This is an optimization exercise on Yosys and OpenROAD, whose aim is small area, not a production implementation. In this exercise RTL edits were held to simulation tests only and were not proved equivalent to the original. Power is estimated from default activity; no workload was simulated.

==> flow/design.v <==
module comm (
     input  wire          clk,
     input  wire          reset_n,
     input  wire [7:0]    phr_psdu_in,
     input  wire          phr_psdu_in_valid,
     output wire          tx_out,
     output wire          tx_out_valid,
     input  wire          rx_in,
     output wire [7:0]    out,
     output wire [1:0]    out_valid
);
    reg        active;
    reg [6:0]  t;       
    reg        sph;     
    reg [4:0]  nb;      
    wire [1:0] g = t[4:3];
    reg [8:0]  pn;
    reg [15:0] crc;
    reg [20:0] ring [0:7];
    wire       sphase = sph;
    wire       crc_ph = (nb[4:2] == 3'b111) && (nb[1] != nb[0]);    
    wire       dphase = sph && !crc_ph;
    wire [2:0] bi = t[2:0];
    wire [7:0] r0, r1, r2;
    genvar gi;
    generate for (gi = 0; gi < 8; gi = gi + 1) begin : rd
        assign r0[gi] = ring[gi][(17 + gi) % 21];
        assign r1[gi] = ring[gi][3 + gi];
        assign r2[gi] = ring[gi][10 + gi];
    end endgenerate
    wire dbit = g[1] ? r2[bi] : g[0] ? r1[bi] : r0[bi];
    localparam [15:0] SFD = 16'hF398;
    wire       hbit = t[6] ? SFD[t[3:0]] : t[0];
    wire       sbit = (dphase ? dbit : ~crc[0]) ^ pn[0];
    assign tx_out_valid = active;
    assign tx_out       = active && (sphase ? sbit : hbit);
    integer k;
    always @(posedge clk) begin
        for (k = 0; k < 8; k = k + 1)
            ring[k] <= {ring[k][19:0], phr_psdu_in_valid ? phr_psdu_in[k] : ring[k][20]};
    end
    always @(posedge clk or negedge reset_n) begin
        if (~reset_n)
            active <= 1'b0;
        else if (!active)
            active <= phr_psdu_in_valid;
        else if (sph && nb == 5'd29 && t[2:0] == 3'd7)
            active <= 1'b0;
    end
    always @(posedge clk) begin
        if (!active) begin
            t   <= 7'd0;
            sph <= 1'b0;
            nb  <= 5'd31;
        end else begin
            if (!sph)
                t <= (t == 7'd79) ? 7'd0 : t + 7'd1;
            else begin
                t[2:0] <= t[2:0] + 3'd1;
                if (t[2:0] == 3'd7)
                    t[4:3] <= (t[4:3] == 2'd2) ? 2'd0 : t[4:3] + 2'd1;
            end
            if (t == 7'd79)
                sph <= 1'b1;
            if (phr_psdu_in_valid)
                nb <= t[4:0];            
            else if (sph && t[2:0] == 3'd7)
                nb <= nb - 5'd1;
        end
    end
    wire crc_fb = dphase ? (crc[0] ^ dbit) : 1'b0;
    always @(posedge clk) begin
        pn  <= {sphase ? pn[0] ^ pn[5] : 1'b1, pn[8:1]};
        crc <= {dphase ? crc_fb : !sphase, crc[15:12], crc[11] ^ crc_fb, crc[10:5], crc[4] ^ crc_fb, crc[3:1]};
    end
    reg  [6:0] kmp;
    reg  [2:0] ibc;         
    reg  [2:0] st;
    reg  [7:0] cnt;         
    reg        cld;         
    reg        cbr;         
    reg  [8:0] pf;
    reg  [7:0] ib;          
    localparam [15:0] SFD_BITS = 16'hF398;
    reg [6:0] kmp_fb;
    always @(*) begin
        if (!kmp[6])
            kmp_fb = {6'd0, kmp[0]};
        else case (kmp[3:0])
            4'd1:                    kmp_fb = 7'd64;
            4'd2, 4'd6, 4'd11:       kmp_fb = 7'd2;
            4'd4, 4'd8, 4'd13:       kmp_fb = 7'd3;
            4'd0, 4'd5, 4'd10:       kmp_fb = 7'd0;
            default:                 kmp_fb = 7'd1;
        endcase
    end
    wire       kmp_exp = kmp[6] ? SFD_BITS[kmp[3:0]] : kmp[0];
    wire [6:0] kmp_nx  = (rx_in == kmp_exp) ? kmp + 7'd1 : kmp_fb;
    wire match = (kmp == 7'd80);
    wire busy  = (st != 3'd0);
    wire ds    = busy || match;
    wire fire  = (ibc == 3'd0) && busy;
    wire fe    = fire && (st == 3'd7);
    wire hdr   = (st != 3'd0) && (st <= 3'd4);
    wire pay   = (st == 3'd5);
    assign out       = fire ? ib : 8'd0;
    assign out_valid = fire ? {st[2] && !hdr, !pay} : 2'd0;
    always @(posedge clk or negedge reset_n) begin
        if (~reset_n) begin
            kmp <= 7'd0;
            st  <= 3'd0;
        end else begin
            kmp <= (!ds || fe) ? kmp_nx : 7'd0;
            if (match || (fire && !(pay && cnt != 8'd0)))
                st <= st + 3'd1;
        end
    end
    wire       cnt_ld = match ? 1'b1 :
                        fire  ? ((st == 3'd1 || st == 3'd2 || st == 3'd3) && cnt == 8'd0) : cld;
    wire       cnt_br = (match || fire) ? 1'b1 : cbr;
    always @(posedge clk) begin
        cld <= cnt_ld;
        cbr <= cnt_br && !cnt[0];
        cnt <= {cnt_ld ? rx_in ^ pf[0] : cnt[0] ^ cnt_br, cnt[7:1]};
    end
    always @(posedge clk) begin
        ibc <= ds ? ibc + 3'd1 : 3'd0;
        pf  <= {ds ? pf[0] ^ pf[5] : 1'b1, pf[8:1]};
        ib  <= {rx_in ^ pf[0], ib[7:1]};
    end
endmodule
export LEC_CHECK = 0
export CAP_MARGIN = 20
export CORE_MARGIN = 2
export CORE_UTILIZATION = 65
export SLEW_MARGIN = 20
create_clock -name core_clock -period 10.0 [get_ports {clk}]
standard.sh (not shown) runs the stock make flow with config.mk's settings and CLKGATE_MAP_FILE= SYNTH_SCRIPT=/design/flow/synth_recipe.tcl, a recipe that flattens the netlist after the stock synthesis.
==> flow/flow/run.sh <==
#!/bin/bash
# Layout flow: the standard.sh, with
# - synthesis: the standard synthesis, but with an area-oriented ABC script for
#   the combinational logic (flow/synth_area.tcl) and without ORFS's mapping of
#   adders to half/full-adder cells (ADDER_MAP_FILE empty; ABC maps them). The
#   flip-flops (names, count, cell types) are checked against the standard
#   synthesis, which is used instead if they differ;
# - a leaner clock tree: no dummy loads, clkbuf_8 sink clusters of up to 18
#   flip-flops, clkbuf_4 root and tree levels;
# - the smallest buffer (buf_1) on every input and output port.
# Each step's output goes to a log file in this folder (ORFS also keeps each
# step's log in orfs/logs).
set -euo pipefail
work="$PWD"
res="$work/orfs/results/$FLOW_PLATFORM/comm/base"
export CTS_ARGS="-sink_clustering_enable -repair_clock_nets -dont_use_dummy_load -buf_list sky130_fd_sc_hd__clkbuf_4 -root_buf sky130_fd_sc_hd__clkbuf_4 -sink_clustering_buffer sky130_fd_sc_hd__clkbuf_8 -sink_clustering_size 18 -sink_clustering_max_diameter 80"
export BUFFER_PORTS_ARGS="-buffer_cell sky130_fd_sc_hd__buf_1"
export AREA_ABC_SCRIPT="$work/flow/abc_area.script"
export FLOW_SYNTH_TCL="$work/synth_recipe.tcl"

flops() { grep -E '^ *sky130_fd_sc_hd__[a-z0-9_]*(df|dl)[a-z0-9_]* ' "$1" | awk '{sub(/_[0-9]+$/, "", $1); print $1, $2}' | sort; }

# 1. Standard synthesis, kept for reference.
bash standard.sh synth > synth_standard.log 2>&1
cp "$res/1_2_yosys.v" "$work/standard_1_2_yosys.v"

# 2. Area-oriented synthesis: the same make command with synth_area.tcl and
#    no adder map.
sed -e "s#SYNTH_SCRIPT=[^ ]*#SYNTH_SCRIPT=$work/flow/synth_area.tcl ADDER_MAP_FILE=#" standard.sh > area_synth.sh
rm -f "$res"/1_2_yosys.v "$res"/1_2_yosys.sdc "$res"/1_synth.odb "$res"/1_synth.sdc
if bash area_synth.sh synth > synth_area.log 2>&1 \
   && [[ -s "$res/1_2_yosys.v" ]] \
   && [[ "$(flops "$work/standard_1_2_yosys.v")" == "$(flops "$res/1_2_yosys.v")" ]]; then
  echo "area synthesis used" > synth_choice.log
else
  echo "area synthesis failed or changed the flip-flops: standard synthesis used" > synth_choice.log
  rm -f "$res"/1_2_yosys.v "$res"/1_2_yosys.sdc "$res"/1_synth.odb "$res"/1_synth.sdc
  bash standard.sh synth > synth_standard2.log 2>&1
fi

# 3. The rest of the standard layout.
bash standard.sh > standard.log 2>&1
Other scripts of this flow, unchanged in this note and not shown: flow/flow/abc_area.script, flow/flow/synth_area.tcl
Next try:
--- a/flow/design.v
+++ b/flow/design.v
@@ -76,9 +76,7 @@
     reg  [6:0] kmp;
     reg  [2:0] ibc;         
     reg  [2:0] st;
-    reg  [7:0] cnt;         
-    reg        cld;         
-    reg        cbr;         
+    reg  [7:0] cnt;
     reg  [8:0] pf;
     reg  [7:0] ib;          
     localparam [15:0] SFD_BITS = 16'hF398;
@@ -111,17 +109,13 @@
             st  <= 3'd0;
         end else begin
             kmp <= (!ds || fe) ? kmp_nx : 7'd0;
-            if (match || (fire && !(pay && cnt != 8'd0)))
+            if (match || (fire && !(pay && cnt != 8'd1)))
                 st <= st + 3'd1;
         end
     end
-    wire       cnt_ld = match ? 1'b1 :
-                        fire  ? ((st == 3'd1 || st == 3'd2 || st == 3'd3) && cnt == 8'd0) : cld;
-    wire       cnt_br = (match || fire) ? 1'b1 : cbr;
     always @(posedge clk) begin
-        cld <= cnt_ld;
-        cbr <= cnt_br && !cnt[0];
-        cnt <= {cnt_ld ? rx_in ^ pf[0] : cnt[0] ^ cnt_br, cnt[7:1]};
+        if (fire)
+            cnt <= (st == 3'd1 || (hdr && cnt == 8'd0)) ? ib : cnt - 8'd1;
     end
     always @(posedge clk) begin
         ibc <= ds ? ibc + 3'd1 : 3'd0;
Setup slack barely changes.
Sequential cell count fell by 2.
Via count rose by 6.3%.
Synthesized area rose by 2.4%.
Count of clock-buffer cells in the layout does not change.
Cell count rose by 7.6%.
Cell area rose by 2.8%.
Clock power barely changes.
Hold slack is about the same.

==> static timing again, ports no longer ideal <==
The results above use ideal ports. As a check the final layouts listed here were re-extracted and re-timed, cells and wires unchanged.
Step 1: set_driving_cell puts a clkbuf_16 on clk and a buf_2 on each other input, an assumption about the parent block.
Step 2 moves the port delays by t, midway between the first and last clock arrival at a register: inputs arrive t later, outputs are due t later. That takes back most of the time a late clock gives input paths.
Slacks: ideal / step 1 / step 2; pairs: ideal / step 1.
run | t (ns) | setup slack, ns | worst setup path at the end | latest minus earliest clock arrival (ns) | slew at the worst register clock pin (ns)
the first run | 0.596 | 4.839 / 4.808 / 5.404 | register to output | 0.052 / 0.052 | 0.10 / 0.10
the second run | 0.578 | 4.842 / 4.811 / 5.389 | register to output | 0.032 / 0.031 | 0.10 / 0.10
After both steps setup and hold are still met in every run listed.
